Context: an optimization exercise on an open-source flow, tuned for small area. The choices shown serve that exercise and are no tape-out recipe.
At most, simulation tests tie the RTL to the original design; equivalence was not proved.
Function not checked in run 5: the RTL went through the layout flow alone.
Power and IR drop assume default switching activity.

==> flow/design.v <==
module asx_soupbintcp_itch (
    input  wire        clk,
    input  wire        rst,
    input  wire        ip_payload_valid,
    input  wire [7:0]  ip_payload_data,
    input  wire        ip_payload_start,
    input  wire        ip_payload_end,
    output wire [15:0] tcp_src_port,
    output wire [15:0] tcp_dst_port,
    output wire [31:0] tcp_seq_num,
    output wire [31:0] tcp_ack_num,
    output wire [3:0] tcp_data_offset,
    output wire [7:0] tcp_flags,
    output wire [15:0] tcp_window,
    output wire tcp_flag_syn,
    output wire tcp_flag_ack,
    output wire tcp_flag_fin,
    output wire tcp_flag_rst,
    output wire tcp_flag_psh,
    output wire tcp_header_valid,
    output wire tcp_parse_error,
    output wire session_active,
    output wire [63:0] session_sequence,
    output wire [7:0] pkt_type,
    output wire pkt_type_valid,
    output wire pkt_heartbeat,
    output wire pkt_login_accepted,
    output wire pkt_login_rejected,
    output wire pkt_end_session,
    output wire [31:0] seq_data_count,
    output wire [31:0] heartbeat_count,
    output wire parse_error,
    output wire msg_valid,
    output wire [7:0] msg_type,
    output wire msg_error,
    output wire [31:0] timestamp,
    output wire [63:0] order_id,
    output wire [31:0] orderbook_id,
    output wire side,
    output wire add_order_valid,
    output wire add_order_start,
    output wire [63:0] quantity,
    output wire [31:0] price,
    output wire [15:0] order_attributes,
    output wire order_executed_valid,
    output wire [63:0] exec_quantity,
    output wire order_cancel_valid,
    output wire order_delete_valid,
    output wire order_replace_valid,
    output wire directory_valid,
    output wire system_event_valid,
    output wire [7:0] event_code,
    output wire [31:0] total_messages,
    output wire [31:0] parse_errors
);
    reg [7:0] d1;
    always @(posedge clk)
        d1 <= ip_payload_data;
    localparam [1:0] T_IDLE = 2'd0, T_HDR = 2'd1, T_OPT = 2'd2, T_PAY = 2'd3;
    reg [1:0] t_state;
    wire [5:0] tpos;     
    reg       hw1;       
    reg       v1;        
    wire      e1;        
    reg       hdr_valid_r, tcp_err_r;
    wire [7:0] fb0;      
    wire [7:0] fb12;     
    wire [3:0] doff = fb12[7:4];
    always @(posedge clk) begin
        if (rst) begin
            t_state     <= T_IDLE;
            hw1         <= 1'b0;
            v1          <= 1'b0;
            hdr_valid_r <= 1'b0;
            tcp_err_r   <= 1'b0;
        end else begin
            hw1         <= 1'b0;
            v1          <= 1'b0;
            hdr_valid_r <= 1'b0;
            tcp_err_r   <= 1'b0;
            case (t_state)
                T_IDLE:
                    if (ip_payload_valid && ip_payload_start) begin
                        hw1     <= 1'b1;
                        t_state <= T_HDR;
                    end
                T_HDR:
                    if (ip_payload_valid) begin
                        hw1 <= 1'b1;
                        if (tpos == 6'd18) begin
                            if (doff > 4'd5) begin
                                t_state <= T_OPT;
                            end else begin
                                hdr_valid_r <= 1'b1;
                                t_state     <= T_PAY;
                            end
                        end
                        if (ip_payload_end) begin
                            tcp_err_r <= 1'b1;
                            t_state   <= T_IDLE;
                        end
                    end
                T_OPT:
                    if (ip_payload_valid) begin
                        if (tpos == {doff - 4'd1, 2'b10}) begin
                            hdr_valid_r <= 1'b1;
                            t_state     <= T_PAY;
                        end
                        if (ip_payload_end) begin
                            tcp_err_r <= 1'b1;
                            t_state   <= T_IDLE;
                        end
                    end
                default:
                    if (ip_payload_valid) begin
                        v1 <= 1'b1;
                        if (ip_payload_end)
                            t_state <= T_IDLE;
                    end
            endcase
        end
    end
    assign e1 = (t_state == T_IDLE);
    assign tcp_header_valid = hdr_valid_r;
    assign tcp_parse_error  = tcp_err_r;
    localparam [2:0] S_IDLE = 3'd0, S_LSB = 3'd1, S_TYPE = 3'd2,
                     S_PAYF = 3'd3, S_PAY = 3'd4, S_SKIP = 3'd5;
    reg [2:0]  s_state;
    reg [15:0] cnt;      
    reg        sa;
    reg        v2, s2;
    wire       e2;
    reg        ptv;
    wire [63:0] seq_cnt;
    wire [31:0] hb_cnt;
    wire s_pay    = (s_state == S_PAYF) || (s_state == S_PAY);
    wire cnt_last = (cnt == 16'hFFFD);    
    wire gt1      = ~&cnt[15:1];          
    wire d1_H = (d1 == 8'h48);
    wire d1_A = (d1 == 8'h41);
    wire d1_J = (d1 == 8'h4A);
    wire d1_Z = (d1 == 8'h5A);
    wire d1_S = (d1 == 8'h53);
    always @(posedge clk) begin
        if (rst) begin
            s_state <= S_IDLE;
            sa      <= 1'b0;
            v2      <= 1'b0;
            s2      <= 1'b0;
            ptv     <= 1'b0;
        end else begin
            v2  <= v1 && s_pay;
            s2  <= v1 && (s_state == S_PAYF);
            ptv <= v1 && (s_state == S_TYPE);
            if (v1) begin
                case (s_state)
                    S_IDLE: s_state <= S_LSB;
                    S_LSB:  s_state <= e1 ? S_IDLE : S_TYPE;
                    S_TYPE: begin
                        if (d1_A)
                            sa <= 1'b1;
                        else if (d1_J || d1_Z)
                            sa <= 1'b0;
                        if (e1 || d1_H || d1_Z || !gt1)
                            s_state <= S_IDLE;
                        else if (d1_S)
                            s_state <= S_PAYF;
                        else
                            s_state <= S_SKIP;
                    end
                    S_PAYF, S_PAY, S_SKIP:
                        if (cnt_last || e1)
                            s_state <= S_IDLE;
                        else if (s_state == S_PAYF)
                            s_state <= S_PAY;
                    default: s_state <= S_IDLE;
                endcase
            end
        end
    end
    wire [15:0] cnt_inc;
    genvar ci;
    generate
        for (ci = 0; ci < 16; ci = ci + 1) begin : g_cnt_inc
            if (ci == 0) begin : g_first
                assign cnt_inc[ci] = ~cnt[ci];
            end else begin : g_rest
                assign cnt_inc[ci] = cnt[ci] ^ (&cnt[ci-1:0]);
            end
        end
    endgenerate
    always @(posedge clk) begin
        if (v1) begin
            if (s_state == S_IDLE)
                cnt[15:8] <= ~d1;
            else if (s_state == S_LSB)
                cnt[7:6] <= ~d1[7:6];
            else if (s_state != S_TYPE)
                cnt[15:6] <= cnt_inc[15:6];
        end
        if (t_state == T_IDLE)
            cnt[5:0] <= 6'd0;
        else if (t_state != T_PAY) begin
            if (ip_payload_valid)
                cnt[5:0] <= cnt_inc[5:0];
        end else if (v1) begin
            if (s_state == S_LSB)
                cnt[5:0] <= ~d1[5:0];
            else if ((s_state != S_IDLE) && (s_state != S_TYPE))
                cnt[5:0] <= cnt_inc[5:0];
        end
    end
    assign tpos = cnt[5:0];
    event_counter #(.W(64)) seq_counter (
        .clk(clk), .rst(rst), .inc(v1 && (s_state == S_TYPE) && d1_S), .count(seq_cnt));
    event_counter #(.W(32)) hb_counter (
        .clk(clk), .rst(rst), .inc(v1 && (s_state == S_TYPE) && d1_H), .count(hb_cnt));
    assign e2 = (s_state == S_IDLE);
    assign session_active     = sa;
    assign session_sequence   = seq_cnt;
    assign seq_data_count     = seq_cnt[31:0];
    assign heartbeat_count    = hb_cnt;
    wire [7:0] pt = fb0;
    assign pkt_type           = pt;
    assign pkt_type_valid     = ptv;
    assign pkt_heartbeat      = ptv && (pt == 8'h48);
    assign pkt_login_accepted = ptv && (pt == 8'h41);
    assign pkt_login_rejected = ptv && (pt == 8'h4A);
    assign pkt_end_session    = ptv && (pt == 8'h5A);
    assign parse_error        = ptv && !((pt == 8'h48) || (pt == 8'h41) ||
                                         (pt == 8'h4A) || (pt == 8'h5A) ||
                                         (pt == 8'h53) || (pt == 8'h55) ||
                                         (pt == 8'h2B));
    localparam [1:0] I_IDLE = 2'd0, I_COUNT = 2'd1, I_DONE = 2'd2, I_ERR = 2'd3;
    reg [1:0]  i_state;
    reg [5:0]  bc;       
    reg [7:0]  mt;       
    reg        msg_valid_r, msg_error_r, aos_r;
    wire [31:0] msg_cnt, err_cnt;
    reg [5:0] len_m1;
    always @* begin
        case (mt)
            8'h54: len_m1 = 6'd4;
            8'h53: len_m1 = 6'd5;
            8'h52: len_m1 = 6'd56;
            8'h4D: len_m1 = 6'd20;
            8'h4C: len_m1 = 6'd21;
            8'h4F: len_m1 = 6'd9;
            8'h41: len_m1 = 6'd38;
            8'h46: len_m1 = 6'd39;
            8'h45: len_m1 = 6'd30;
            8'h43: len_m1 = 6'd39;
            8'h58: len_m1 = 6'd18;
            8'h44: len_m1 = 6'd14;
            8'h55: len_m1 = 6'd44;
            8'h50: len_m1 = 6'd36;
            8'h51: len_m1 = 6'd40;
            8'h42: len_m1 = 6'd14;
            default: len_m1 = 6'd0;
        endcase
    end
    wire known = (len_m1 != 6'd0);
    wire last  = (bc == len_m1);
    reg [1:0] i_next;
    reg [5:0] bc_next;
    always @* begin
        i_next  = i_state;
        bc_next = bc;
        case (i_state)
            I_IDLE:
                if (s2) begin
                    bc_next = 6'd1;
                    i_next  = known ? I_COUNT : I_ERR;
                end
            I_COUNT:
                if (v2) begin
                    bc_next = bc + 6'd1;
                    if (last)
                        i_next = I_DONE;
                    else if (e2)
                        i_next = I_ERR;
                end
            default: i_next = I_IDLE;
        endcase
    end
    always @(posedge clk) begin
        bc <= bc_next;
        if (rst) begin
            i_state     <= I_IDLE;
            msg_valid_r <= 1'b0;
            msg_error_r <= 1'b0;
            aos_r       <= 1'b0;
        end else begin
            i_state     <= i_next;
            msg_valid_r <= (i_state == I_DONE);
            msg_error_r <= (i_state == I_ERR);
            aos_r       <= (i_state == I_IDLE) && s2 && (mt == 8'h41);
        end
    end
    always @(posedge clk) begin
        if ((i_next == I_IDLE) && v1 && (s_state == S_PAYF))
            mt <= d1;
    end
    event_counter #(.W(32)) msg_counter (
        .clk(clk), .rst(rst), .inc(i_state == I_DONE), .count(msg_cnt));
    event_counter #(.W(32)) err_counter (
        .clk(clk), .rst(rst), .inc(i_state == I_ERR), .count(err_cnt));
    assign msg_valid            = msg_valid_r;
    assign msg_error            = msg_error_r;
    assign msg_type             = mt;
    assign add_order_start      = aos_r;
    assign add_order_valid      = msg_valid_r && (mt == 8'h41);
    assign order_executed_valid = msg_valid_r && (mt == 8'h45);
    assign order_cancel_valid   = msg_valid_r && (mt == 8'h58);
    assign order_delete_valid   = msg_valid_r && (mt == 8'h44);
    assign order_replace_valid  = msg_valid_r && (mt == 8'h55);
    assign directory_valid      = msg_valid_r && (mt == 8'h52);
    assign system_event_valid   = msg_valid_r && (mt == 8'h53);
    assign total_messages       = msg_cnt;
    assign parse_errors         = err_cnt;
    wire       wi  = (i_next == I_COUNT) && v1 && s_pay;   
    wire       wr  = hw1 || wi;
    wire [5:0] pos = hw1 ? tpos : bc_next;
    reg [7:0]  fb [0:31];
    reg        side_r;
    wire [3:0] pd_hi;
    wire [7:0] pd_lo;
    genvar k;
    generate
        for (k = 0; k < 4; k = k + 1) begin : g_pd_hi
            assign pd_hi[k] = wr && !pos[5] && (pos[4:3] == k);
        end
        for (k = 0; k < 8; k = k + 1) begin : g_pd_lo
            assign pd_lo[k] = (pos[2:0] == k);
        end
        for (k = 0; k < 32; k = k + 1) begin : g_fb
            if (k != 17) begin : g_byte
                wire at = pd_hi[k / 8] && pd_lo[k % 8];
                wire we = (k == 1) ? (at && !hw1)
                        : (k == 0) ? (at || (v1 && (s_state == S_TYPE)))
                        : at;
                always @(posedge clk)
                    if (we)
                        fb[k] <= d1;
            end
        end
    endgenerate
    reg [7:0] src_lo;
    always @(posedge clk)
        if (hw1 && pd_hi[0] && pd_lo[1])
            src_lo <= d1;
    always @(posedge clk)
        if (pd_hi[2] && pd_lo[1])
            side_r <= (d1 == 8'h42);
    assign fb0  = fb[0];
    assign fb12 = fb[12];
    assign tcp_src_port    = {fb[0], src_lo};
    assign tcp_dst_port    = {fb[2], fb[3]};
    assign tcp_seq_num     = {fb[4], fb[5], fb[6], fb[7]};
    assign tcp_ack_num     = {fb[8], fb[9], fb[10], fb[11]};
    assign tcp_data_offset = fb[12][7:4];
    assign tcp_flags       = fb[13];
    assign tcp_window      = {fb[14], fb[15]};
    assign tcp_flag_fin    = fb[13][0];
    assign tcp_flag_syn    = fb[13][1];
    assign tcp_flag_rst    = fb[13][2];
    assign tcp_flag_psh    = fb[13][3];
    assign tcp_flag_ack    = fb[13][4];
    assign timestamp        = {fb[1], fb[2], fb[3], fb[4]};
    assign order_id         = {fb[5], fb[6], fb[7], fb[8], fb[9], fb[10], fb[11], fb[12]};
    assign orderbook_id     = {fb[13], fb[14], fb[15], fb[16]};
    assign side             = side_r;
    assign quantity         = {fb[18], fb[19], fb[20], fb[21], fb[22], fb[23], fb[24], fb[25]};
    assign exec_quantity    = {fb[18], fb[19], fb[20], fb[21], fb[22], fb[23], fb[24], fb[25]};
    assign price            = {fb[26], fb[27], fb[28], fb[29]};
    assign order_attributes = {fb[30], fb[31]};
    assign event_code       = fb[5];
endmodule
module event_counter #(
    parameter W = 32
) (
    input  wire         clk,
    input  wire         rst,
    input  wire         inc,
    output reg  [W-1:0] count
);
    wire [W-1:0] carry;
    genvar i;
    generate
        for (i = 0; i < W; i = i + 1) begin : g_bit
            if (i == 0) begin : g_first
                assign carry[i] = inc;
            end else if (i % 8 == 0) begin : g_byte
                assign carry[i] = inc & (&count[i-1:0]);
            end else begin : g_ripple
                assign carry[i] = carry[i-1] & count[i-1];
            end
            always @(posedge clk)
                count[i] <= ~rst & (count[i] ^ carry[i]);
        end
    endgenerate
endmodule
==> flow/flow/run.sh <==
#!/bin/bash
# The standard layout (standard.sh) with: the smallest buffer cell on the
# ports, synthesis buffers removed at floorplan, no dummy clock-tree loads.
set -euo pipefail
export BUFFER_PORTS_ARGS="-buffer_cell sky130_fd_sc_hd__buf_1"
export REMOVE_ABC_BUFFERS=1
export RECOVER_POWER=10
export CTS_ARGS="-sink_clustering_enable -repair_clock_nets -dont_use_dummy_load -buf_list sky130_fd_sc_hd__clkbuf_4 -sink_clustering_size 9 -sink_clustering_max_diameter 60"
bash standard.sh > standard_flow.log 2>&1
==> flow/standard.sh <==
#!/bin/bash
# synth_recipe.tcl (not shown) runs the flow's synth.tcl, then flattens the netlist and writes it again
# the make line also repeats each setting of config.mk as NAME=value (left out here)
make -C /OpenROAD-flow-scripts/flow DESIGN_CONFIG=/design/flow/config.mk WORK_HOME=/design/flow/orfs CLKGATE_MAP_FILE= SYNTH_SCRIPT=/design/flow/synth_recipe.tcl "${@:-finish}"
==> flow/config.mk <==
export PLATFORM = sky130hd
export DESIGN_NAME = asx_soupbintcp_itch
export DESIGN_NICKNAME = asx_soupbintcp_itch
export VERILOG_FILES = /design/flow/design.v
export SDC_FILE = /design/flow/constraint.sdc
export NUM_CORES = 4
export LEC_CHECK = 0
export CAP_MARGIN = 20
export CORE_MARGIN = 2
export CORE_UTILIZATION = 40
export SLEW_MARGIN = 20
==> flow/constraint.sdc <==
create_clock -name core_clock -period 5.0 [get_ports {clk}]
set_input_delay 1.0000 -clock core_clock [delete_from_list [all_inputs] [get_ports {clk}]]
set_output_delay 1.0000 -clock core_clock [all_outputs]
set_load 0.01 [all_outputs]
==> impl.org, run 1 <==
** Global route
- Summed over all layers, the global routing overflow is 0.
- Total global routing track utilization :: 0.243
- Initial antenna violation count :: 3
- Wire length of the first global-routing pass :: 88400 µm
- Via count of the first global-routing pass :: 12800
- Entering global routing, the biggest net connects 85 pins.

** Timing
- Final critical delay including setup and external delays :: 3.99 ns
- Setup violations remaining at the end of the flow were counted as 0.
- Total negative slack :: 0 ns
- Fin Clk Skew :: ~0.057 ns
- Hold Violations, Final :: 0
- Slew headroom :: -1.30
- For this run, the top clock speed supported by timing is between 0.2 and 0.3 GHz.
- Of the available clock period, the critical path in the final layout requires 0.798.
- Pins Over Slew Limit :: 187
- For the pin with the worst max-slew slack, the measured transition is 3.44 ns.
- Setup repair after global routing left no endpoint under its margin.

** Synth
- Yosys top cell by area :: edfxtp_1
- Gate count of the mapped netlist :: between 1500 and 2000
- By instance count, the leading cell after synthesis is edfxtp_1.
- The most used flip-flop cell after synthesis is edfxtp_1.
- Number of synthesized register bits :: 473
- Averaged over all synthesized cells, the footprint is ~13 µm².
- For this run, the number of Yosys warnings is 4.
- Most common library cells after synthesis :: edfxtp_1 (275), buf_4 (225), dfxtp_1 (198)
- Fraction of the yosys area taken by sequential cells :: 0.614
- Async set or reset register ratio after synthesis :: 0
- Synth area leaders :: edfxtp_1 (42%), dfxtp_1 (20%), ha_1 (9.6%)
- Counting flops with a built-in enable in the synthesized netlist gives 275.
- The cell area that synthesis handed to floorplanning was 19900 µm².
- Portion of synthesized cell area occupied by the leading cell type :: 0.415
- Number of distinct library cell variants in the gate-level netlist after synthesis :: 72

** Run status
- The violated checks flagged are max-capacitance violations, max-slew violations.
- The run finished, with violations left.

** Drt
- In the final routed layout, each cell accounts on average for about 24 µm.
- Wire length after detailed routing :: 65400 µm
- For this run, design rule violations remaining after detail routing come to 0.
- Using the TritonRoute via totals, the vias-per-cell ratio works out to about 5.0.
- The first routing iteration left 816 violations.
- In this run the remaining antenna-violating nets after routing total 0.
- For this block, the via count after detailed routing is 13500.
- The first detailed-routing pass took 4 iterations.

** Run
- Maxcap violations :: 4

** Clock tree
- Max H-tree Level :: 2
- Clock tree synthesis inserted a total of slightly above 60 buffers.
- CTS placed an instance of clkbuf_4 at the clock tree root.
- Clock transition at the registers of the reported paths :: 0.10 ns
- Buffers inserted by post-CTS timing repair :: 0
- The clock net in this run drives a total of roughly 470 sinks.
- Buffer levels on the longest clock path :: 3
- For this design, the CTS-stage hold fixing added 0 buffers.
- Resize count post-CTS :: 0
- TritonCTS built the clock tree.
- Clock latency on the worst-skew pair :: ~0.83 ns

** Floorplan
- Number of top-level design ports :: 682
- The initial utilization of the core area, before any placement, comes to 0.406.
- Die Span X :: 227 µm
- Total core area :: roughly 50000 µm²
- The die covers 51500 µm².
- Die Y :: 227 µm
- Number of placement rows :: 81

** Min path
- Kind of path behind the tightest hold check :: in -> reg

** Pwr
- Worst voltage drop across the vdd grid :: 0.000161 V
- Design internal power :: approximately 4.7 mW
- Overall Power :: about 6 mW
- Of the total power, the share spent switching nets is 0.231.
- Proportion of power drawn by flip-flops and latches :: 0.677
- Leakage :: 8.16 nW
- Clock share of power :: 0.291
- The share of total power dissipated in combinational logic is 0.032.
- PD cells :: approximately 280 nW/µm²
- Net switching power :: 1.42 mW

** Critical path
- Reg2reg start :: d1[0]
- Crit Reg-Reg Endpoint :: seq_counter.count[62]
- Required time at the worst-slack endpoint :: 5.70 ns
- Of all nets on the critical path, the largest fanout is 18.
- The worst register-to-register path has a setup slack of 1.01 ns.
- Crit path arrival time :: about 4.7 ns
- Category of the critical setup timing path :: reg -> reg
- Origin of the worst setup path :: d1[0]
- Worst r2r path cells :: 15
- Category of the worst setup path launch point :: flip-flop
- Critical path destination :: seq_counter.count[62]
- Category of the worst setup path capture point :: flip-flop

** Cells and area
- In the final layout, the share of cells above drive strength 1 is 0.0485.
- Layout-stage area growth over the synthesis result :: 10.6%
- At the end of the flow the core is filled with cells to 0.449.
- Net count of the finished layout :: 2188
- Number of filler cells placed in the layout :: ~4600

** Placement
- After legalization and detailed placement, the total HPWL measured 48500 µm.
- Count of input and output buffers :: between 600 and 700
- The congestion estimate from routability-driven global placement came to roughly 0.86.
==> critical path, cell delays in order (launching register included) <==
cell       delay, ns
dfxtp_1         0.93
nor3b_1         0.39
nand2b_1        0.14
nand4bb_1       0.29
nor3_1          0.32
and2_1          0.20
nand3_1         0.13
nor3_1          0.23
ha_1            0.18
ha_1            0.14
ha_1            0.14
ha_1            0.14
ha_1            0.15
ha_1            0.14
ha_1            0.21
nor2b_1         0.12
==> sequential cells by signal (all words and copies together) (netlist names), 8 cells and up <==
register and flops:
err_counter.count 32, hb_counter.count 32, seq_counter.count 64, fb 248, mt 8, msg_counter.count 32
cnt 16, src_lo 8, d1 8
==> through the flow <==
stage          cell area [µm²]  hold WS (ns)  cells  setup slack, ns
6_report                 22000         0.256   2687             1.01
5_1_grt                  22000         0.189   2686            0.758
4_1_cts                  22000         0.159   2684             1.15
3_5_place_dp             21600         0.466   2623             1.22
3_3_place_gp             21600         0.465   2623             1.24
2_1_floorplan            18000         0.476   1261             1.49
==> kinds of logic after synthesis <==
logic type	count (synthesis)	share of synthesized area
and+or+nand+nor	460	0.130
buffers and inverters	294	0.0987
adders and majority gates	153	0.0962
muxes	11	0.00585
AOI/OAI and AO/OA	101	0.0373
DFF	473	0.614
xor gates and xnor gates	40	0.0176
==> cells in the final DEF (no fill, tap or decap), types with 4 or more instances in the layout <==
| master | synthesis | routed |
|---|---|---|
| a31oi_1 | 7 | 7 |
| mux2_2 | 5 | 5 |
| o21ai_0 | 19 | 19 |
| mux2i_1 | 6 | 6 |
| nand3_1 | 15 | 15 |
| nor2_1 | 103 | 103 |
| and3_1 | 7 | 7 |
| dfxtp_1 | 198 | 196 |
| nand4_1 | 40 | 40 |
| a22o_1 | 4 | 4 |
| nand2_1 | 34 | 34 |
| and2_1 | 7 | 7 |
| clkbuf_1 | 32 | 4 |
| a211oi_1 | 4 | 4 |
| a21boi_0 | 4 | 4 |
| xor2_1 | 7 | 7 |
| buf_4 | 225 | 13 |
| buf_1 | 2 | 680 |
| or3_1 | 6 | 6 |
| o21a_1 | 4 | 4 |
| edfxtp_1 | 275 | 275 |
| nor2b_1 | 157 | 157 |
| xnor2_1 | 33 | 33 |
| ha_1 | 153 | 153 |
| o211ai_1 | 6 | 6 |
| and3b_1 | 4 | 4 |
| a21oi_1 | 19 | 19 |
| clkbuf_4 | 0 | 61 |
| nor3b_1 | 10 | 10 |
| nand3b_1 | 6 | 6 |
| nand2b_1 | 12 | 12 |
| nor4_1 | 7 | 7 |
| inv_1 | 22 | 22 |
| nor3_1 | 29 | 27 |
==> worst min-delay path by stage <==
stage | start | endpoint | slack (ns) | depth (start not counted)
after floorplan | t_state[1] | t_state[1] | 0.48 | 2
after global placement | sa | sa | 0.46 | 2
after detailed placement | sa | sa | 0.47 | 2
after CTS | ip_payload_data[1] | d1[1] | 0.16 | 1
after global routing | ip_payload_data[1] | d1[1] | 0.19 | 1
final | ip_payload_data[1] | d1[1] | 0.26 | 1
==> cell type report <==
type                            count  area (µm²)  area share
Multi-Input combinational cell    765        5720       0.260
Timing Repair Buffer              698        2690       0.122
Clock buffer                       61         458      0.0208
Sequential cell                   473       12200       0.555
Tap cell                          664         831      0.0377
Antenna cell                        3        7.51    0.000341
Inverter                           23        86.3     0.00392
==> power by group through the flow <==
stage          combinational, mW  clock, mW  sequential (mW)
2_1_floorplan             0.0729          0             4.26
3_3_place_gp               0.198          0             4.25
3_5_place_dp               0.201          0             4.25
4_1_cts                    0.202       1.87             4.16
5_1_grt                    0.217       2.00             4.17
6_report                   0.196       1.79             4.16
==> layer usage <==
metal | GRT usage | up-vias | wire length (µm)
met5 | 0 | - | 14
met4 | 0.110 | 2 | 2830
met3 | 0.123 | 120 | 8200
met2 | 0.382 | 663 | 29900
met1 | 0.277 | 6600 | 24400
li1 | - | 6143 | -
==> run 2: changes to the inputs <==
--- a/flow/flow/run.sh
+++ b/flow/flow/run.sh
@@ -5,5 +5,5 @@
 export BUFFER_PORTS_ARGS="-buffer_cell sky130_fd_sc_hd__buf_1"
 export REMOVE_ABC_BUFFERS=1
-export RECOVER_POWER=10
+export RECOVER_POWER=40
 export CTS_ARGS="-sink_clustering_enable -repair_clock_nets -dont_use_dummy_load -buf_list sky130_fd_sc_hd__clkbuf_4 -sink_clustering_size 9 -sink_clustering_max_diameter 60"
 bash standard.sh > standard_flow.log 2>&1
==> impl.org, run 2 <==
** Drt
- The first routing iteration left approximately 860 violations.
- Number of design rule violations left after detail routing :: 0
- Average routed wire per standard cell :: 24.4 µm
- Router iterations before antenna repair :: 4
- Wire length after detailed routing :: 65400 µm
- Vias per cell :: between 5 and 6
- Across all layers, the routed design uses around 14000 vias.
- In this run the remaining antenna-violating nets after routing total 0.

** Synth
- The Yosys step of the flow raised 4 warnings.
- The synthesized netlist contains 72 unique library cells.
- Among all cell types in the netlist, the one instantiated most often is edfxtp_1.
- Yosys top cell by area :: edfxtp_1
- Of the post-synthesis cell area, the dominant cell type holds 0.415.
- In this run, synthesis produced a sequential element count of 473.
- The synthesized netlist occupies a cell area of 19900 µm².
- Async set or reset register ratio after synthesis :: 0
- By area the synthesized netlist is led by edfxtp_1 (42%), dfxtp_1 (20%), ha_1 (9.6%).
- Most common library cells after synthesis :: edfxtp_1 (275), buf_4 (225), dfxtp_1 (198)
- Fraction of the yosys area taken by sequential cells :: 0.614
- After synthesis, the mean cell area works out to 13.0 µm².
- Synthesis handed over a netlist of 1532 instances.
- The most used flip-flop cell after synthesis is edfxtp_1.
- The synthesized design contains ~280 enable-type register cells.

** Cells and area
- Leaving out fill and tap cells, the most frequent cell in the layout is buf_1.
- Layout-stage area growth over the synthesis result :: 10.5%
- Register ranked first by flip-flop count :: fb
- Max FFs per register :: 248
- Top library cells by usage in the layout, fill and taps aside :: buf_1 (680), edfxtp_1 (275), dfxtp_1 (198), nor2b_1 (157), ha_1 (153)
- Area of all placed cells without fillers :: between 20000 and 25000 µm²
- Post-route non-filler standard cell count :: 2687
- Number of filler cells placed in the layout :: 4582
- The largest registers in the layout are fb (248), seq_counter.count (64).
- Fraction of layout cells with a size suffix above 1 :: 0.0450
- Net count of the finished layout :: approximately 2200
- Utilization of the core after routing :: 0.448

** Clock tree
- CTS Buf Count :: 61
- In this run the deepest clock path goes through 3 buffers.
- Clock-pin slew was measured on the worst setup and hold paths at around 0.11 ns.
- Buffers inserted by post-CTS timing repair :: 0
- The clock tree synthesis step divided the H-tree into 2 levels.
- Clock Sink Count :: 473
- CTS Root Cell :: clkbuf_4
- TritonCTS built the clock tree.
- The clock reaches the later pin of the worst-skew pair after 0.84 ns.
- Resize count post-CTS :: 0
- Buffers inserted to repair hold after CTS numbered 0.

** Critical path
- Reg-to-reg setup timing slack :: 1.00 ns
- Category of the critical setup timing path :: reg -> reg
- In this run the worst setup path terminates at seq_counter.count[62].
- The endpoint identified for the worst register-to-register timing path is seq_counter.count[62].
- STA classifies the critical path endpoint as a flip-flop.
- Max Fanout on Critical Path :: 18
- STA classifies the critical path startpoint as a flip-flop.
- Data on the critical path is required at its endpoint by 5.70 ns.
- For the worst setup path, the data arrival time is 4.70 ns.
- Worst r2r path cells :: 15
- Reg2reg start :: d1[0]
- The critical path starts at d1[0].

** Floorplan
- The die covers 51500 µm².
- The floorplan step defined a core boundary enclosing between 40000 and 50000 µm².
- Die Span X :: around 230 µm
- The initial utilization of the core area, before any placement, comes to 0.406.
- Number of placement rows :: 81
- The floorplan step set the die height to about 230 µm.
- For this design the top-level I/O count stands at 682.

** Pwr
- PD cells :: around 280 nW/µm²
- Clock share of power :: 0.291
- The internal portion of the total power is roughly 4.7 mW.
- Of the total power, the share spent switching nets is 0.231.
- For this design the total switching power over the nets is 1.42 mW.
- Across the VDD grid, the largest voltage drop is 0.000161 V.
- Leakage :: 8.14 nW
- Overall Power :: slightly above 6 mW
- Proportion of power drawn by flip-flops and latches :: 0.677
- Combinational share of power :: 0.032

** Timing
- Setup violations remaining at the end of the flow were counted as 0.
- Setup slack on the critical path of the routed design comes to 1.00 ns.
- Final critical delay including setup and external delays :: 4.00 ns
- Period utilization :: 0.799
- Peak clock frequency supported by timing :: between 0.2 and 0.3 GHz
- Slew headroom :: -1.27
- Worst Hold Margin :: around 0.25 ns
- Summed over all failing endpoints, the final setup total negative slack is 0 ns.
- The clock arrives with 0.0593 ns of skew.
- Pins Over Slew Limit :: 270
- At the pin with the least slew margin, the transition time is 3.41 ns.
- Setup repair after global routing left no endpoint under its margin.
- Hold Violations, Final :: 0

** Global route
- For met1 alone, demand over resource in global routing was 0.277.
- Via count of the first global-routing pass :: 12800
- Met3 Track Usage GR :: 0.123
- Largest net degree at the start of global routing :: 85
- Met2 track demand over resource in global routing :: 0.382
- For this run, the total global-route usage over all layers was measured as 0.243.
- The first global-routing pass estimated around 88000 µm of wire.
- Initial antenna violation count :: 3
- For this run the aggregate overflow at the end of global routing stands at 0.
- In this run the most used layer during global routing was met2.

** Placement
- Cell Count Post-Placement :: 2623
- The placed instances occupy a cell area of 21600 µm².
- After legalization and detailed placement, the total HPWL measured 48500 µm.
- Prior to clock tree synthesis, the placed netlist has a worst setup slack of about 1.2 ns.
- Global placer's final weighted congestion :: between 0.8 and 0.9
- In this run the tool buffered the top-level ports with 681 buffer cells.

** Run
- The tool flagged a number of max-cap violations equal to 7.

** Min path
- Kind of path behind the tightest hold check :: in -> reg

** Run status
- The run did not pass the layout checks because of max-capacitance violations, max-slew violations.
- The run finished, with violations left.
==> run 2: changes by cell type in the layout (fill, tap and decap cells not counted) <==
cell and delta:
clkbuf_1 +4, dfxtp_2 -2, buf_4 -4, nor3_1 +1, nor3_2 -1, dfxtp_1 +2
==> run 2: metal layers <==
| metal | vias up | part of all wire |
|---|---|---|
| met3 | 121 | 0.12 |
| met4 | 2 | 0.044 |
| met1 | 6543 | 0.37 |
| met2 | 689 | 0.46 |
| met5 | - | 0.00021 |
| li1 | 6145 | - |
==> run 2: how the worst min path moves through the flow <==
stage / startpoint / endpoint / slack, ns / cells after the start
after floorplan: t_state[1] / t_state[1] / 0.48 / 2
after global placement: sa / sa / 0.46 / 2
after detailed placement: sa / sa / 0.47 / 2
after CTS: ip_payload_data[1] / d1[1] / 0.16 / 1
after global routing: ip_payload_data[1] / d1[1] / 0.19 / 1
final: ip_payload_data[1] / d1[1] / 0.25 / 1
==> run 2: cell type report <==
class / instances / area, µm² / share of cell area
diodes: 3 / 7.51 / 0.000341
clock buffers: 61 / 458 / 0.0208
inverters: 23 / 86.3 / 0.00393
multi-input cells: 765 / 5720 / 0.260
flip-flops and latches: 473 / 12200 / 0.556
well taps: 664 / 831 / 0.0378
repair buffers: 698 / 2670 / 0.121
==> run 2: kinds of logic after synthesis <==
kind of cell / count (synthesis) / share of synthesized area
AOI/OAI and AO/OA: 101 / 0.0373
xor gates and xnor gates: 40 / 0.0176
adders and majority gates: 153 / 0.0962
buffers and inverters: 294 / 0.0987
DFF: 473 / 0.614
muxes: 11 / 0.00585
and+or+nand+nor: 460 / 0.130
==> run 2: power groups by stage <==
| stage | combinational [mW] | sequential [mW] | clock, mW |
|---|---|---|---|
| after floorplan | 0.0729 | 4.26 | 0 |
| after global placement | 0.198 | 4.25 | 0 |
| after detailed placement | 0.201 | 4.25 | 0 |
| after CTS | 0.202 | 4.16 | 1.87 |
| after global routing | 0.216 | 4.17 | 2.00 |
| final | 0.195 | 4.16 | 1.79 |
==> run 2: worst max-delay path: stages (launching register included) <==
cell	delay [ns]
dfxtp_1	0.93
nor3b_1	0.39
nand2b_1	0.14
nand4bb_1	0.29
nor3_1	0.32
and2_1	0.20
nand3_1	0.13
nor3_1	0.23
ha_1	0.18
ha_1	0.14
ha_1	0.14
ha_1	0.14
ha_1	0.15
ha_1	0.14
ha_1	0.21
nor2b_1	0.12
==> run 3: changes to the inputs <==
--- a/flow/flow/run.sh
+++ b/flow/flow/run.sh
@@ -5,5 +5,4 @@
 export BUFFER_PORTS_ARGS="-buffer_cell sky130_fd_sc_hd__buf_1"
 export REMOVE_ABC_BUFFERS=1
-export RECOVER_POWER=40
 export CTS_ARGS="-sink_clustering_enable -repair_clock_nets -dont_use_dummy_load -buf_list sky130_fd_sc_hd__clkbuf_4 -sink_clustering_size 9 -sink_clustering_max_diameter 60"
 bash standard.sh > standard_flow.log 2>&1
==> impl.org, run 3 <==
** Run status
- Result of the run :: finished clean

** Global route
- Via count of the first global-routing pass :: 12800
- Total global routing track utilization :: 0.243
- In the global route stage, met3 resource usage came out at 0.123.
- In the global route stage, met2 resource usage came out at 0.382.
- Wire length of the first global-routing pass :: 88400 µm
- The initial antenna violation count is 3.
- Entering global routing, the biggest net connects 85 pins.
- met2 is the most crowded layer.
- Met1 Track Usage GR :: 0.277
- Total congestion overflow after global routing :: 0

** Critical path
- Category of the worst setup path capture point :: flip-flop
- The most critical setup path has its startpoint at s_state[1].
- For flop-to-flop paths, the worst setup slack is 1.14 ns.
- Reg2reg start :: s_state[1]
- The worst setup path is of the reg -> reg kind.
- Category of the worst setup path launch point :: flip-flop
- Slowest stage delay, CP :: ~0.56 ns
- Counting both buffers and inverters, the worst setup path holds a total of 0.
- Most frequent CP cell :: ha_1
- Traced cell by cell, the critical path runs through nand4bb_1 -> nand2b_1 -> nand4bb_1 -> nor3_1 -> and2_1 -> nand3_1 -> nor3_1 -> ha_1 -> ha_1 -> ha_1 -> ha_1 -> ha_1 -> ha_1 -> ha_1 -> nor2b_1.
- On the critical path, the stage with the largest delay is an instance of dfxtp_1.
- In this run the worst path has a maximum fanout of 13.
- Number of logic stages on the critical path including buffering :: 15
- In this design, the largest share of critical-path delay is due to simple AND/OR/NAND/NOR gates.
- Worst r2r path cells :: 15
- Crit path arrival time :: 4.57 ns
- Required time at the worst-slack endpoint :: 5.70 ns

** Run
- Maxcap violations :: 0

** Drt
- Router iterations before antenna repair :: 4
- Vias per cell :: 5.03
- Number of design rule violations left after detail routing :: 0
- The final route contains 13500 vias.
- Wire length after detailed routing :: 65400 µm
- In this run, the number of DRC markers left after iteration 0 of detailed routing was 814.
- The count of nets left with antenna violations once routing finished came out at 0.
- Average routed wire per standard cell :: 24.3 µm

** Clock tree
- The number of gates resized after CTS was 0.
- The clock net in this run drives a total of 473 sinks.
- Max H-tree Level :: 2
- Buffers inserted by post-CTS timing repair :: 0
- The number of hold buffers added after CTS was 0.
- After clock tree synthesis, the clock-pin slew on the worst setup and hold paths is 0.10 ns.
- Buffer levels on the longest clock path :: 3
- TritonCTS built the clock tree.
- CTS Buf Count :: between 60 and 70
- The tree is rooted in a clkbuf_4.
- Clock latency on the worst-skew pair :: around 0.84 ns

** Cells and area
- Compared with the post-synthesis result, the final layout area differs by 10.8%.
- The finished layout holds 2687 standard cells, fillers aside.
- Top library cells by usage in the layout, fill and taps aside :: buf_1 (680), edfxtp_1 (275), dfxtp_1 (190), nor2b_1 (157), ha_1 (153)
- Ranked by flip-flop count, first place goes to fb.
- The final layout contains between 2000 and 2500 nets.
- Max FFs per register :: about 250
- Most common library cell in the layout ignoring fill and taps :: buf_1
- After routing the design area is about 22000 µm².
- The largest registers in the layout are fb (248), seq_counter.count (64).
- The multi-input combinational cells in the finished layout cover a total of 5720 µm².
- Fraction of layout cells with a size suffix above 1 :: 0.0535
- The layout has 4574 filler cells.
- Across the whole layout, storage elements account for 12200 µm².

** Floorplan
- Total core area :: just under 50000 µm²
- During I/O placement, the number of pins put on the boundary was 682.
- Initial standard-cell utilization of the core :: 0.406
- The die is ~230 µm wide.
- Row generation in the floorplan step produced 81 rows.
- The die covers 51500 µm².
- Measured along the y axis, the die boundary spans 227 µm.

** Synth
- Yosys top cell by area :: edfxtp_1
- Synthesized area divided by synthesized cell count :: 13.0 µm²
- Number of synthesized register bits :: 473
- Predominant post-synthesis flop cell :: edfxtp_1
- Number of distinct library cell variants in the gate-level netlist after synthesis :: 72
- After synthesis the cells add up to 19900 µm².
- Async set or reset register ratio after synthesis :: 0
- For this run, the register share of the synthesized area comes to 0.614.
- Of the post-synthesis cell area, the dominant cell type holds 0.415.
- Gate count of the mapped netlist :: 1532
- In this run, synthesis inferred around 280 flip-flops with an integrated enable.
- Synth area leaders :: edfxtp_1 (42%), dfxtp_1 (20%), ha_1 (9.6%)
- Most frequently used cell type in the post-synthesis netlist :: edfxtp_1
- For this run, the number of Yosys warnings is 4.
- Most common library cells after synthesis :: edfxtp_1 (275), buf_4 (225), dfxtp_1 (198)

** Timing
- Final critical delay including setup and external delays :: 3.86 ns
- For the pin with the worst max-slew slack, the measured transition is 1.06 ns.
- In this run the tightest slew margin relative to its limit is 0.291.
- RSZ-0062 raised after global routing :: no
- Hold Violations, Final :: 0
- For the final routed database, the setup TNS stands at 0 ns.
- Total of endpoints with negative setup slack in the final report :: 0
- Static timing analysis puts the maximum clock frequency at 0.259 GHz.
- Period utilization :: 0.773
- Across the routed clock network, the largest skew measured is 0.0575 ns.
- Pins Over Slew Limit :: 0

** Placement
- Cell Count Post-Placement :: 2623
- At the end of routability-driven placement, the weighted congestion stood at 0.861.
- DPL Wire Length :: 48500 µm
- Port buffering added 681 buffers.
- Summing all placed instances gives a cell area of 21600 µm².

** Pwr
- Of the total power, the share spent switching nets is 0.231.
- The worst-case IR drop observed on VDD is 0.000161 V.
- PD cells :: approximately 280 nW/µm²
- Of the total power, combinational logic draws 0.032.
- Design internal power :: 4.73 mW
- Net switching power :: 1.42 mW
- Summing internal, switching and leakage power gives between 6 and 7 mW.
- Clock share of power :: 0.291
- Leakage :: 8.18 nW
- Proportion of power drawn by flip-flops and latches :: 0.677

** Min path
- In this run the most critical hold path is launched from ip_payload_data[1].
- Kind of path behind the tightest hold check :: in -> reg
- Number of instances on the worst hold path :: 1
run 3: final timing paths:
kind,endpoint
setup reg to reg,seq_counter.count[62]
setup / recovery,seq_counter.count[62]
hold reg to reg,sa
hold / removal,d1[1]
run 3: per-layer routing:
layer  up-vias  wire length, µm
met3       120             8170
met2       663            29900
met5         -               14
met1      6601            24400
li1       6143                -
met4         2             2830
run 3: area by class of cell:
class	count	area share
timing repair buffer	698	0.123
clock buffer	61	0.0208
sequential	473	0.555
tap	664	0.0377
inverter	23	0.00392
multi-input combinational	765	0.260
antenna	3	0.000341
run 3: kinds of logic (layout without fill, tap and decap cells):
kind of cell,Yosys count,after routing,share of synthesized area
fa+ha+maj,153,153,0.0962
mux,11,11,0.00585
simple gates,460,460,0.130
flops,473,473,0.614
compound gates,101,101,0.0373
xor+xnor,40,40,0.0176
buf+inv,294,782,0.0987
other cells,0,3,0
run 3: per-stage QoR:
| stage | setup WS, ns | util | hold WS, ns |
|---|---|---|---|
| floorplan | 1.49 | - | 0.476 |
| global placement | 1.24 | 0.440 | 0.465 |
| detailed placement | 1.22 | 0.440 | 0.466 |
| CTS | 1.15 | 0.449 | 0.159 |
| global route | 0.932 | 0.449 | 0.189 |
| finish | 1.14 | 0.449 | 0.256 |
run 3: worst reg2reg max path: stages (launching register included):
cell       delay (ns)
dfxtp_1          0.56
nand4bb_1        0.46
nand2b_1         0.33
nand4bb_1        0.29
nor3_1           0.32
and2_1           0.20
nand3_1          0.13
nor3_1           0.23
ha_1             0.18
ha_1             0.14
ha_1             0.14
ha_1             0.14
ha_1             0.15
ha_1             0.14
ha_1             0.21
nor2b_1          0.12
run 3: power groups by stage:
| stage | combinational (mW) | clock, mW | sequential [mW] |
|---|---|---|---|
| CTS | 0.202 | 1.87 | 4.16 |
| global placement | 0.198 | 0 | 4.25 |
| global route | 0.218 | 2.00 | 4.17 |
| floorplan | 0.0729 | 0 | 4.26 |
| finish | 0.198 | 1.79 | 4.16 |
| detailed placement | 0.201 | 0 | 4.25 |
==> run 4: changes to the inputs <==
==> flow/flow/run.sh (replaced) <==
#!/bin/bash
# The standard layout (standard.sh) with: the smallest buffer cell on the
# ports, synthesis buffers removed at floorplan, no dummy clock-tree loads.
set -euo pipefail
export BUFFER_PORTS_ARGS="-buffer_cell sky130_fd_sc_hd__buf_1"
export REMOVE_ABC_BUFFERS=1
export CTS_ARGS="-sink_clustering_enable -repair_clock_nets -dont_use_dummy_load -buf_list sky130_fd_sc_hd__clkbuf_4 -sink_clustering_size 11 -sink_clustering_max_diameter 45"
bash standard.sh > standard_flow.log 2>&1
==> impl.org, run 4 <==
** Cells and area
- In the layout the commonest cells are buf_1 (680), edfxtp_1 (275), dfxtp_1 (190), nor2b_1 (157), ha_1 (153).
- In the final layout, the registers with the most flip-flops are fb (248), seq_counter.count (64).
- Multi-input gate area in the final layout :: 5720 µm²
- Net count of the finished layout :: ~2200
- Fraction of layout cells with a size suffix above 1 :: 0.0521
- The register with the most flip-flops in the layout has approximately 250 of them.
- More flip-flops sit in one register than any other, and that register is fb.
- Compared with the post-synthesis result, the final layout area differs by 10.6%.
- Number of filler cells placed in the layout :: 4590
- Register area :: 12200 µm²
- Most common library cell in the layout ignoring fill and taps :: buf_1

** Run status
- Result of the run :: finished clean

** Clock tree
- CTS Root Cell :: clkbuf_4
- Resize count post-CTS :: 0
- For the worst-skew pair, the clock arrives at the later sink with an insertion delay of 0.84 ns.
- TritonCTS built the clock tree.
- Buffer levels on the longest clock path :: 3
- Clock-pin slew was measured on the worst setup and hold paths at 0.11 ns.
- TritonCTS created 58 clock buffers.
- In this run the post-CTS setup repair buffer count came out at 0.
- The H-tree generated during clock tree synthesis spans 2 levels.
- Hold-fix buffers at CTS :: 0
- Clock Sink Count :: 473

** Pwr
- The analysis attributes to cell leakage a power of 8.16 nW.
- Clock share of power :: 0.283
- Of the total power, combinational logic draws 0.032.
- VDD sags by at most 0.000147 V.
- The analysis attributes to net switching a power of 1.37 mW.
- Of the total power, the share spent switching nets is 0.226.
- PD cells :: 276 nW/µm²
- Design internal power :: 4.71 mW
- Overall Power :: 6.08 mW
- The share of total power dissipated in sequential elements is 0.685.

** Critical path
- The endpoint identified for the worst register-to-register timing path is seq_counter.count[62].
- Category of the worst setup path capture point :: flip-flop
- Among the stages of the critical path, the cell type that occurs most often is ha_1.
- STA puts the critical path data required time at 5.67 ns.
- Worst r2r path cells :: 15
- The critical path in this run is classified as reg -> reg.
- Slowest stage delay, CP :: 0.55 ns
- STA classifies the critical path startpoint as a flip-flop.
- Reg2reg start :: s_state[1]
- In this run the worst path has a maximum fanout of 13.
- Series of cell instances along the critical path :: nand4bb_1 -> nand2b_1 -> nand4bb_1 -> nor3_1 -> and2_1 -> nand3_1 -> nor3_1 -> ha_1 -> ha_1 -> ha_1 -> ha_1 -> ha_1 -> ha_1 -> ha_1 -> nor2b_1
- Top delay family on crit path :: simple AND/OR/NAND/NOR gates
- At the worst endpoint, the arrival time is between 4 and 5 ns.
- Setup slack on the worst reg-to-reg path comes out at 1.21 ns.
- Cell with the biggest individual delay on the critical path :: dfxtp_1
- CP Buf/Inv Count :: 0

** Global route
- For this run the aggregate overflow at the end of global routing stands at 0.
- Via count of the first global-routing pass :: 12600
- Total global routing track utilization :: 0.237
- Wire length of the first global-routing pass :: 86100 µm
- The initial antenna violation count came to 4.
- Entering global routing, the biggest net connects 85 pins.

** Drt
- Dividing the detail-routed via count by the number of cells gives 5.02.
- The first detailed-routing pass ran for 5 iterations.
- DRT antenna net count :: 0
- Across all layers, the routed design uses 13500 vias.
- In the final routed layout, each cell accounts on average for roughly 24 µm.
- Violation count after the first detailed-routing iteration :: 810
- After detailed routing, the total wire length is approximately 64000 µm.
- After detailed routing, the number of remaining DRC violations is 0.

** Synth
- The cell area that synthesis handed to floorplanning was 19900 µm².
- Number of synthesized register bits :: 473
- Synth warnings :: 4
- A synthesized cell averages around 13 µm².
- Gate count of the mapped netlist :: approximately 1500
- Synth area leaders :: edfxtp_1 (42%), dfxtp_1 (20%), ha_1 (9.6%)
- Predominant post-synthesis flop cell :: edfxtp_1
- The commonest cells after synthesis are edfxtp_1 (275), buf_4 (225), dfxtp_1 (198).
- Number of distinct library cell variants in the gate-level netlist after synthesis :: 72
- Yosys top cell by area :: edfxtp_1
- Yosys instantiated no cell more often than edfxtp_1.
- The share of the Yosys chip area taken by registers is 0.614.
- Async set or reset register ratio after synthesis :: 0
- In this run, synthesis inferred 275 flip-flops with an integrated enable.
- The share of synthesized area in the top cell type comes to 0.415.

** Timing
- Total of endpoints with negative setup slack in the final report :: 0
- In this run the tightest slew margin relative to its limit is 0.320.
- Peak clock frequency supported by timing :: 0.264 GHz
- RSZ-0062 raised after global routing :: no
- Pins Over Slew Limit :: 0
- Period utilization :: 0.758
- Final critical delay including setup and external delays :: 3.79 ns
- Fin Clk Skew :: between 0.1 and 0.15 ns
- At the pin with the least slew margin, the transition time is 1.02 ns.
- Hold Violations, Final :: 0
- In the final timing run, aggregate negative setup slack is 0 ns.

** Floorplan
- In this run the vertical extent of the chip is 227 µm.
- 682 I/O pins were placed.
- The core region is just under 50000 µm².
- The floorplan has 81 rows.
- Area of the die :: 51500 µm²
- The die is 227 µm wide.
- Initial standard-cell utilization of the core :: 0.406

** Placement
- Count of input and output buffers :: 681
- At the end of routability-driven placement, the weighted congestion stood at ~0.86.
- DPL Wire Length :: 48500 µm

** Min path
- In this run the most critical hold path is launched from ip_payload_data[1].
- Along the worst hold path, the cell count comes to 1.
- Kind of path behind the tightest hold check :: in -> reg
- Worst Hold End :: d1[1]

** Run
- Maxcap violations :: 0
## run 4: cell counts after synthesis
Identical to the previous run, type by type.
## run 4: how the worst max path moves through the flow
| stage | end | startpoint | slack, ns | cells after the start |
|---|---|---|---|---|
| final | seq_counter.count[62] | s_state[1] | 1.21 | 15 |
| after global routing | hb_counter.count[30] | d1[6] | 0.93 | 14 |
| after CTS | seq_counter.count[62] | s_state[1] | 1.19 | 15 |
| after detailed placement | seq_counter.count[62] | s_state[1] | 1.22 | 15 |
| after global placement | seq_counter.count[62] | s_state[1] | 1.24 | 15 |
| after floorplan | hb_counter.count[30] | d1[6] | 1.49 | 14 |
## run 4: logic make-up after synthesis
group	Yosys count	share of synthesized area
DFF	473	0.614
muxes	11	0.00585
AOI/OAI and AO/OA	101	0.0373
adders and majority gates	153	0.0962
buffers and inverters	294	0.0987
xor gates and xnor gates	40	0.0176
and+or+nand+nor	460	0.130
## run 4: layout make-up
class                           instances  share of cell area
Sequential cell                       473               0.556
Antenna cell                            2            0.000227
Inverter                               23             0.00392
Clock buffer                           58              0.0198
Timing Repair Buffer                  698               0.123
Tap cell                              664              0.0377
Multi-Input combinational cell        765               0.260
## run 4: through the flow
step / setup slack, ns / cell area (µm²) / hold WS [ns] / instances / util
final: 1.21 / 22000 / 0.282 / 2683 / 0.449
after global routing: 0.926 / 22000 / 0.211 / 2682 / 0.449
after CTS: 1.19 / 22000 / 0.178 / 2681 / 0.449
after detailed placement: 1.22 / 21600 / 0.466 / 2623 / 0.440
after global placement: 1.24 / 21600 / 0.465 / 2623 / 0.440
after floorplan: 1.49 / 18000 / 0.476 / 1261 / -
## run 4: routing by layer
layer	wire length [µm]	GRT usage	up-vias
li1	-	-	6140
met1	24700	0.281	6575
met2	29800	0.381	654
met3	7110	0.0972	103
met4	2530	0.104	8
met5	47	0	-
## run 4: power by group through the flow
stage	clock [mW]	combinational (mW)	sequential [mW]
after CTS	1.81	0.202	4.16
final	1.72	0.198	4.16
after floorplan	0	0.0729	4.26
after global routing	1.93	0.218	4.17
after global placement	0	0.198	4.25
after detailed placement	0	0.201	4.25
==> run 5: changes to the inputs <==
--- a/flow/design.v
+++ b/flow/design.v
@@ -61,8 +61,6 @@
     wire [5:0] tpos;     
     reg       hw1;       
-    reg       v1;        
-    wire      e1;        
+    reg       v1, e1;    
     reg       hdr_valid_r, tcp_err_r;
-    wire [7:0] fb0;      
     wire [7:0] fb12;     
     wire [3:0] doff = fb12[7:4];
@@ -72,4 +70,5 @@
             hw1         <= 1'b0;
             v1          <= 1'b0;
+            e1          <= 1'b0;
             hdr_valid_r <= 1'b0;
             tcp_err_r   <= 1'b0;
@@ -77,4 +76,5 @@
             hw1         <= 1'b0;
             v1          <= 1'b0;
+            e1          <= 1'b0;
             hdr_valid_r <= 1'b0;
             tcp_err_r   <= 1'b0;
@@ -115,4 +115,5 @@
                     if (ip_payload_valid) begin
                         v1 <= 1'b1;
+                        e1 <= ip_payload_end;
                         if (ip_payload_end)
                             t_state <= T_IDLE;
@@ -121,5 +122,4 @@
         end
     end
-    assign e1 = (t_state == T_IDLE);
     assign tcp_header_valid = hdr_valid_r;
     assign tcp_parse_error  = tcp_err_r;
@@ -129,12 +129,11 @@
     reg [15:0] cnt;      
     reg        sa;
-    reg        v2, s2;
-    wire       e2;
+    reg        v2, s2, e2;
     reg        ptv;
     wire [63:0] seq_cnt;
     wire [31:0] hb_cnt;
     wire s_pay    = (s_state == S_PAYF) || (s_state == S_PAY);
-    wire cnt_last = (cnt == 16'hFFFD);    
-    wire gt1      = ~&cnt[15:1];          
+    wire cnt_last = (cnt == 16'd2);
+    wire gt1      = |cnt[15:1];
     wire d1_H = (d1 == 8'h48);
     wire d1_A = (d1 == 8'h41);
@@ -148,8 +147,10 @@
             v2      <= 1'b0;
             s2      <= 1'b0;
+            e2      <= 1'b0;
             ptv     <= 1'b0;
         end else begin
             v2  <= v1 && s_pay;
             s2  <= v1 && (s_state == S_PAYF);
+            e2  <= v1 && s_pay && (cnt_last || e1);
             ptv <= v1 && (s_state == S_TYPE);
             if (v1) begin
@@ -179,23 +180,13 @@
         end
     end
-    wire [15:0] cnt_inc;
-    genvar ci;
-    generate
-        for (ci = 0; ci < 16; ci = ci + 1) begin : g_cnt_inc
-            if (ci == 0) begin : g_first
-                assign cnt_inc[ci] = ~cnt[ci];
-            end else begin : g_rest
-                assign cnt_inc[ci] = cnt[ci] ^ (&cnt[ci-1:0]);
-            end
-        end
-    endgenerate
+    wire [15:0] cnt_dec = cnt - 16'd1;
     always @(posedge clk) begin
         if (v1) begin
             if (s_state == S_IDLE)
-                cnt[15:8] <= ~d1;
+                cnt[15:8] <= d1;
             else if (s_state == S_LSB)
-                cnt[7:6] <= ~d1[7:6];
+                cnt[7:6] <= d1[7:6];
             else if (s_state != S_TYPE)
-                cnt[15:6] <= cnt_inc[15:6];
+                cnt[15:6] <= cnt_dec[15:6];
         end
         if (t_state == T_IDLE)
@@ -203,10 +194,10 @@
         else if (t_state != T_PAY) begin
             if (ip_payload_valid)
-                cnt[5:0] <= cnt_inc[5:0];
+                cnt[5:0] <= cnt[5:0] + 6'd1;
         end else if (v1) begin
             if (s_state == S_LSB)
-                cnt[5:0] <= ~d1[5:0];
+                cnt[5:0] <= d1[5:0];
             else if ((s_state != S_IDLE) && (s_state != S_TYPE))
-                cnt[5:0] <= cnt_inc[5:0];
+                cnt[5:0] <= cnt_dec[5:0];
         end
     end
@@ -216,5 +207,4 @@
     event_counter #(.W(32)) hb_counter (
         .clk(clk), .rst(rst), .inc(v1 && (s_state == S_TYPE) && d1_H), .count(hb_cnt));
-    assign e2 = (s_state == S_IDLE);
     assign session_active     = sa;
     assign session_sequence   = seq_cnt;
@@ -322,38 +312,44 @@
     wire       wr  = hw1 || wi;
     wire [5:0] pos = hw1 ? tpos : bc_next;
-    reg [7:0]  fb [0:31];
-    reg        side_r;
-    wire [3:0] pd_hi;
-    wire [7:0] pd_lo;
+    reg [7:0] fb [1:31];
+    reg [7:0] fb0, src_lo;
+    reg       side_r;
+    wire sh_ts  = (wi && (pos >= 6'd1) && (pos <= 6'd4)) ||
+                  (hw1 && (pos >= 6'd2) && (pos <= 6'd4));
+    wire sh_oid = wr && (pos >= 6'd5) && (pos <= 6'd12);
+    wire sh_obh = wr && ((pos == 6'd13) || (pos == 6'd14));
+    wire sh_obl = (wi && ((pos == 6'd15) || (pos == 6'd16))) || (hw1 && (pos == 6'd15));
+    wire sh_qty = wi && (pos >= 6'd18) && (pos <= 6'd25);
+    wire sh_prc = wi && (pos >= 6'd26) && (pos <= 6'd29);
+    wire sh_att = wi && ((pos == 6'd30) || (pos == 6'd31));
     genvar k;
     generate
-        for (k = 0; k < 4; k = k + 1) begin : g_pd_hi
-            assign pd_hi[k] = wr && !pos[5] && (pos[4:3] == k);
-        end
-        for (k = 0; k < 8; k = k + 1) begin : g_pd_lo
-            assign pd_lo[k] = (pos[2:0] == k);
-        end
-        for (k = 0; k < 32; k = k + 1) begin : g_fb
+        for (k = 1; k < 32; k = k + 1) begin : g_fb
             if (k != 17) begin : g_byte
-                wire at = pd_hi[k / 8] && pd_lo[k % 8];
-                wire we = (k == 1) ? (at && !hw1)
-                        : (k == 0) ? (at || (v1 && (s_state == S_TYPE)))
-                        : at;
+                wire sh = (k <= 4)  ? sh_ts  :
+                          (k <= 12) ? sh_oid :
+                          (k <= 14) ? sh_obh :
+                          (k <= 16) ? sh_obl :
+                          (k <= 25) ? sh_qty :
+                          (k <= 29) ? sh_prc : sh_att;
+                wire top = (k == 4) || (k == 12) || (k == 14) || (k == 16) ||
+                           (k == 25) || (k == 29) || (k == 31);
                 always @(posedge clk)
-                    if (we)
-                        fb[k] <= d1;
+                    if (sh)
+                        fb[k] <= top ? d1 : fb[(k == 31) ? 31 : k + 1];
             end
         end
     endgenerate
-    reg [7:0] src_lo;
     always @(posedge clk)
-        if (hw1 && pd_hi[0] && pd_lo[1])
+        if ((hw1 && (pos == 6'd0)) || (v1 && (s_state == S_TYPE)))
+            fb0 <= d1;
+    always @(posedge clk)
+        if (hw1 && (pos == 6'd1))
             src_lo <= d1;
     always @(posedge clk)
-        if (pd_hi[2] && pd_lo[1])
+        if (wi && (pos == 6'd17))
             side_r <= (d1 == 8'h42);
-    assign fb0  = fb[0];
     assign fb12 = fb[12];
-    assign tcp_src_port    = {fb[0], src_lo};
+    assign tcp_src_port    = {fb0, src_lo};
     assign tcp_dst_port    = {fb[2], fb[3]};
     assign tcp_seq_num     = {fb[4], fb[5], fb[6], fb[7]};
@@ -361,5 +357,5 @@
     assign tcp_data_offset = fb[12][7:4];
     assign tcp_flags       = fb[13];
-    assign tcp_window      = {fb[14], fb[15]};
+    assign tcp_window      = {fb[14], fb[16]};    
     assign tcp_flag_fin    = fb[13][0];
     assign tcp_flag_syn    = fb[13][1];
@@ -375,5 +371,5 @@
     assign price            = {fb[26], fb[27], fb[28], fb[29]};
     assign order_attributes = {fb[30], fb[31]};
-    assign event_code       = fb[5];
+    assign event_code       = fb[12];    
 endmodule
 module event_counter #(
==> flow/flow/run.sh (replaced) <==
#!/bin/bash
# The standard layout (standard.sh) with: the smallest buffer cell on the
# ports, synthesis buffers removed at floorplan, no dummy clock-tree loads.
set -euo pipefail
export BUFFER_PORTS_ARGS="-buffer_cell sky130_fd_sc_hd__buf_1"
export REMOVE_ABC_BUFFERS=1
export CTS_ARGS="-sink_clustering_enable -repair_clock_nets -dont_use_dummy_load -sink_clustering_size 25 -sink_clustering_max_diameter 100"
bash standard.sh > standard_flow.log 2>&1
==> impl.org, run 5 <==
** Floorplan
- The die covers 51800 µm².
- The floorplan step defined a core boundary enclosing 49200 µm².
- The floorplan has 81 rows.
- 682 I/O pins were placed.
- Initial standard-cell utilization of the core :: 0.407
- Die Y :: 228 µm
- Die Span X :: 228 µm

** Critical path
- Category of the critical setup timing path :: reg -> reg
- The worst setup path is launched from a flip-flop.
- Max Fanout on Critical Path :: 5
- Most frequent CP cell :: ha_1
- On the worst path, the slowest cell contributes a delay of 0.50 ns.
- The slowest stage of the critical path is the nor3b_1 cell.
- The worst setup path is captured at a flip-flop.
- STA puts the critical path data required time at 5.40 ns.
- Crit path arrival time :: around 4.2 ns
- Series of cell instances along the critical path :: nor3b_1 -> nor3b_1 -> nand3_1 -> or3_1 -> nor3_1 -> and2_1 -> ha_1 -> ha_1 -> ha_1 -> ha_1 -> ha_1 -> ha_1 -> ha_1 -> nor2b_1

** Pwr
- Across the VDD grid, the largest voltage drop is 0.000191 V.
- PD cells :: between 200 and 300 nW/µm²
- Leakage :: 8.18 nW

** Cells and area
- The largest registers in the layout are fb (240), seq_counter.count (64).
- The register with the most flip-flops in the layout has 240 of them.
- Once layout is done, the placed cells without fillers occupy around 22000 µm².
- Net count of the finished layout :: 2153
- Leaving out fill and tap cells, the most frequent cell in the layout is buf_1.
- Register ranked first by flip-flop count :: fb
- In the final layout, the share of cells above drive strength 1 is 0.0302.
- At the end of the flow the core is filled with cells to 0.453.
- From synthesis to final layout, the design area changed by 11.3%.
- Number of filler cells placed in the layout :: roughly 4600
- Top library cells by usage in the layout, fill and taps aside :: buf_1 (680), edfxtp_1 (275), dfxtp_1 (200), nor2b_1 (157), ha_1 (150)

** Global route
- For this run the aggregate overflow at the end of global routing stands at 0.
- Total global routing track utilization :: 0.236
- The first global-routing pass estimated 87500 µm of wire.
- Via count of the first global-routing pass :: about 12000
- Largest net degree at the start of global routing :: 127
- Initial antenna violation count :: 6

** Clock tree
- TritonCTS built the clock tree.
- Clock latency on the worst-skew pair :: slightly below 0.6 ns
- CTS built an H-tree with a depth of 1.
- CTS Buf Count :: 24
- Hold-fix buffers at CTS :: 0
- The clock passes through at most 3 buffers.
- Buffers added to address setup during post-CTS repair amount to 0.
- CTS saw 475 sinks.
- Resize count post-CTS :: 0
- After clock tree synthesis, the clock-pin slew on the worst setup and hold paths is between 0.1 and 0.15 ns.
- CTS Root Cell :: clkbuf_16

** Synth
- Gate count of the mapped netlist :: 1547
- Yosys top cell by area :: edfxtp_1
- Synth area leaders :: edfxtp_1 (41%), dfxtp_1 (20%), ha_1 (9.4%)
- Number of synthesized register bits :: 475
- Most common library cells after synthesis :: edfxtp_1 (275), buf_4 (227), dfxtp_1 (200)
- Fraction of the mapped netlist area in adder cells :: 0.0938
- Predominant post-synthesis flop cell :: edfxtp_1
- Number of distinct library cell variants in the gate-level netlist after synthesis :: 73
- Combinational family with the most area after synthesis :: simple AND/OR/NAND/NOR gates
- Post-synthesis instance area :: 20000 µm²
- Yosys mapped a number of flops with a built-in enable equal to 275.
- The share of the Yosys chip area taken by registers is 0.613.
- Of the post-synthesis cell area, the dominant cell type holds 0.413.
- Synthesized area divided by synthesized cell count :: between 10 and 15 µm²
- During synthesis, Yosys emitted a total of 4 warnings.
- Fraction of the mapped netlist area in simple logic gates :: 0.126
- Synth Area in XOR/XNOR :: 0.0201
- The portion of synthesized area spent on multiplexers is 0.00407.
- Most frequently used cell type in the post-synthesis netlist :: edfxtp_1
- After synthesis, the share of flip-flops with an asynchronous set or reset is 0.
- The synthesized-area fraction occupied by ao, oa, aoi and oai cells was 0.0419.

** Timing
- The worst path meets setup with between 1 and 1.5 ns of slack.
- The worst pin sits at a relative slew slack of 0.301.
- Peak clock frequency supported by timing :: roughly 0.27 GHz
- In the finished design, the share of the clock period the worst path needs comes to 0.751.
- Total of endpoints with negative setup slack in the final report :: 0
- The final count of pins violating max slew is 0.
- Setup repair after global routing left no endpoint under its margin.
- The routed design could run at a clock period as short as 3.76 ns.
- Slew at the pin with the worst max-slew slack :: 1.04 ns
- The number of failing hold endpoints at the final stage is 0.
- Summed over all failing endpoints, the final setup total negative slack is 0 ns.
- Between clock sinks in the finished design, the worst skew comes to 0.0463 ns.

** Drt
- Vias per cell :: approximately 5.2
- For this block, the routed nets add up to 65400 µm of wire.
- Average routed wire per standard cell :: 24.7 µm
- Detailed routing inserted a total of 13700 vias.
- Violation count after the first detailed-routing iteration :: 940
- Number of design rule violations left after detail routing :: 0
- DRT antenna net count :: 0
- For this run, the detailed router's first-pass iteration total came to 5.

** Placement
- Cell area after placement :: 21700 µm²
- Global placer's final weighted congestion :: around 0.90
- Worst slack after detailed placement :: 1.25 ns
- In this run the tool buffered the top-level ports with 681 buffer cells.
- Detailed placement ended at an HPWL of 49800 µm.

** Min path
- Kind of path behind the tightest hold check :: reg -> reg

** Run status
- The flow ran to the end and the layout has no timing, DRC or antenna violations.

** Run
- Max-cap violations in this run came to 0.
[run 5: changes by cell type in the layout (fill, tap and decap cells not counted), sizes merged, moves of 5 or more]
| cell | previous run | this run |
|---|---|---|
| a211oi | 5 | 10 |
| a21oi | 20 | 31 |
| clkbuf | 59 | 25 |
| nand3 | 15 | 20 |
| nand4b | 3 | 8 |
| nor2 | 103 | 86 |
| nor4 | 7 | 14 |
| o211ai | 6 | 1 |
| o21ai | 21 | 28 |
| xnor2 | 33 | 41 |
[run 5: per-stage QoR]
stage | cells | total power, mW | hold WS (ns)
2_1_floorplan | 1270 | 4.38 | 0.453
3_3_place_gp | 2628 | 4.49 | 0.433
3_5_place_dp | 2628 | 4.50 | 0.437
4_1_cts | 2652 | 6.53 | 0.441
5_1_grt | 2652 | 6.67 | 0.440
6_report | 2654 | 6.47 | 0.435
[run 5: logic make-up after synthesis]
logic type | Yosys count
compound gates | 122
xor+xnor | 46
fa+ha+maj | 150
buf+inv | 301
mux | 8
flops | 475
simple gates | 445
[run 5: cell type report]
cell class	count	area, µm²	share of cell area
Tap cell	664	831	0.0373
Timing Repair Buffer	694	2700	0.121
Clock buffer	24	601	0.0270
Sequential cell	475	12300	0.551
Inverter	24	90.1	0.00405
Multi-Input combinational cell	771	5780	0.260
Antenna cell	2	5.00	0.000225
[run 5: final timing paths]
path,start,end,slack (ns),depth (start not counted)
setup / recovery,d1[6],hb_counter.count[30],1.24,14
hold / removal,fb[31][3],fb[30][3],0.43,0
setup reg to reg,d1[6],hb_counter.count[30],1.24,14
hold reg to reg,fb[31][3],fb[30][3],0.43,0
[run 5: report_power, final]
part	total (mW)	switching (mW)	leakage (nW)	internal [mW]
combinational	0.223	0.158	3.80	0.0656
clock	2.06	1.20	0.296	0.859
sequential	4.19	0.0531	4.09	4.14
total	6.47	1.41	8.18	5.06
[run 5: worst max-delay path, delay by kind of cell (launching register included)]
kind / cells / cell delay (ns)
adders and majority gates: 7 / 1.07
DFF: 1 / 0.35
and+or+nand+nor: 7 / 2.16
[run 5: per-layer routing]
metal / up-vias / share of wire / global-route usage
met5: - / 0.0011 / 0
met4: 6 / 0.043 / 0.101
met3: 104 / 0.098 / 0.0643
met2: 664 / 0.46 / 0.373
met1: 6805 / 0.40 / 0.304
li1: 6107 / - / -

==> port drivers added, routing unchanged <==
In the flow no input, the clock included, has a driving cell. The finished layouts below were timed again as built, in two steps. Step 1 sets driving cells, clkbuf_16 on the clock port and buf_2 on the other inputs (assumed; they add their load-dependent delay and slew). Step 2 moves the port delays by t, midway between the first and last clock arrival at a register: inputs arrive t later, outputs are due t later. That takes back most of the time a late clock gives input paths. Slacks: ideal ports / drivers / drivers and shift; pairs: ideal ports / drivers.
run | t (ns) | slack for setup (ns) | hold WS [ns] | worst setup path at the end | latest minus earliest clock arrival (ns)
run 1 | 0.871 | 1.010 / 1.010 / 0.597 | 0.256 / 0.270 / 0.485 | input to register | 0.085 / 0.085
run 2 | 0.871 | 1.004 / 1.004 / 0.376 | 0.254 / 0.274 / 0.485 | input to register | 0.086 / 0.086
run 3 | 0.871 | 1.137 / 1.137 / 1.137 | 0.256 / 0.269 / 0.485 | register to register | 0.084 / 0.085
run 4 | 0.825 | 1.209 / 1.209 / 1.209 | 0.282 / 0.290 / 0.486 | register to register | 0.130 / 0.130
run 5 | 0.613 | 1.244 / 1.244 / 1.244 | 0.435 / 0.435 / 0.435 | register to register | 0.046 / 0.047
The setup slack of run 2, which loses most, moves by 0.000 ns with the drivers and by -0.628 ns with both steps.
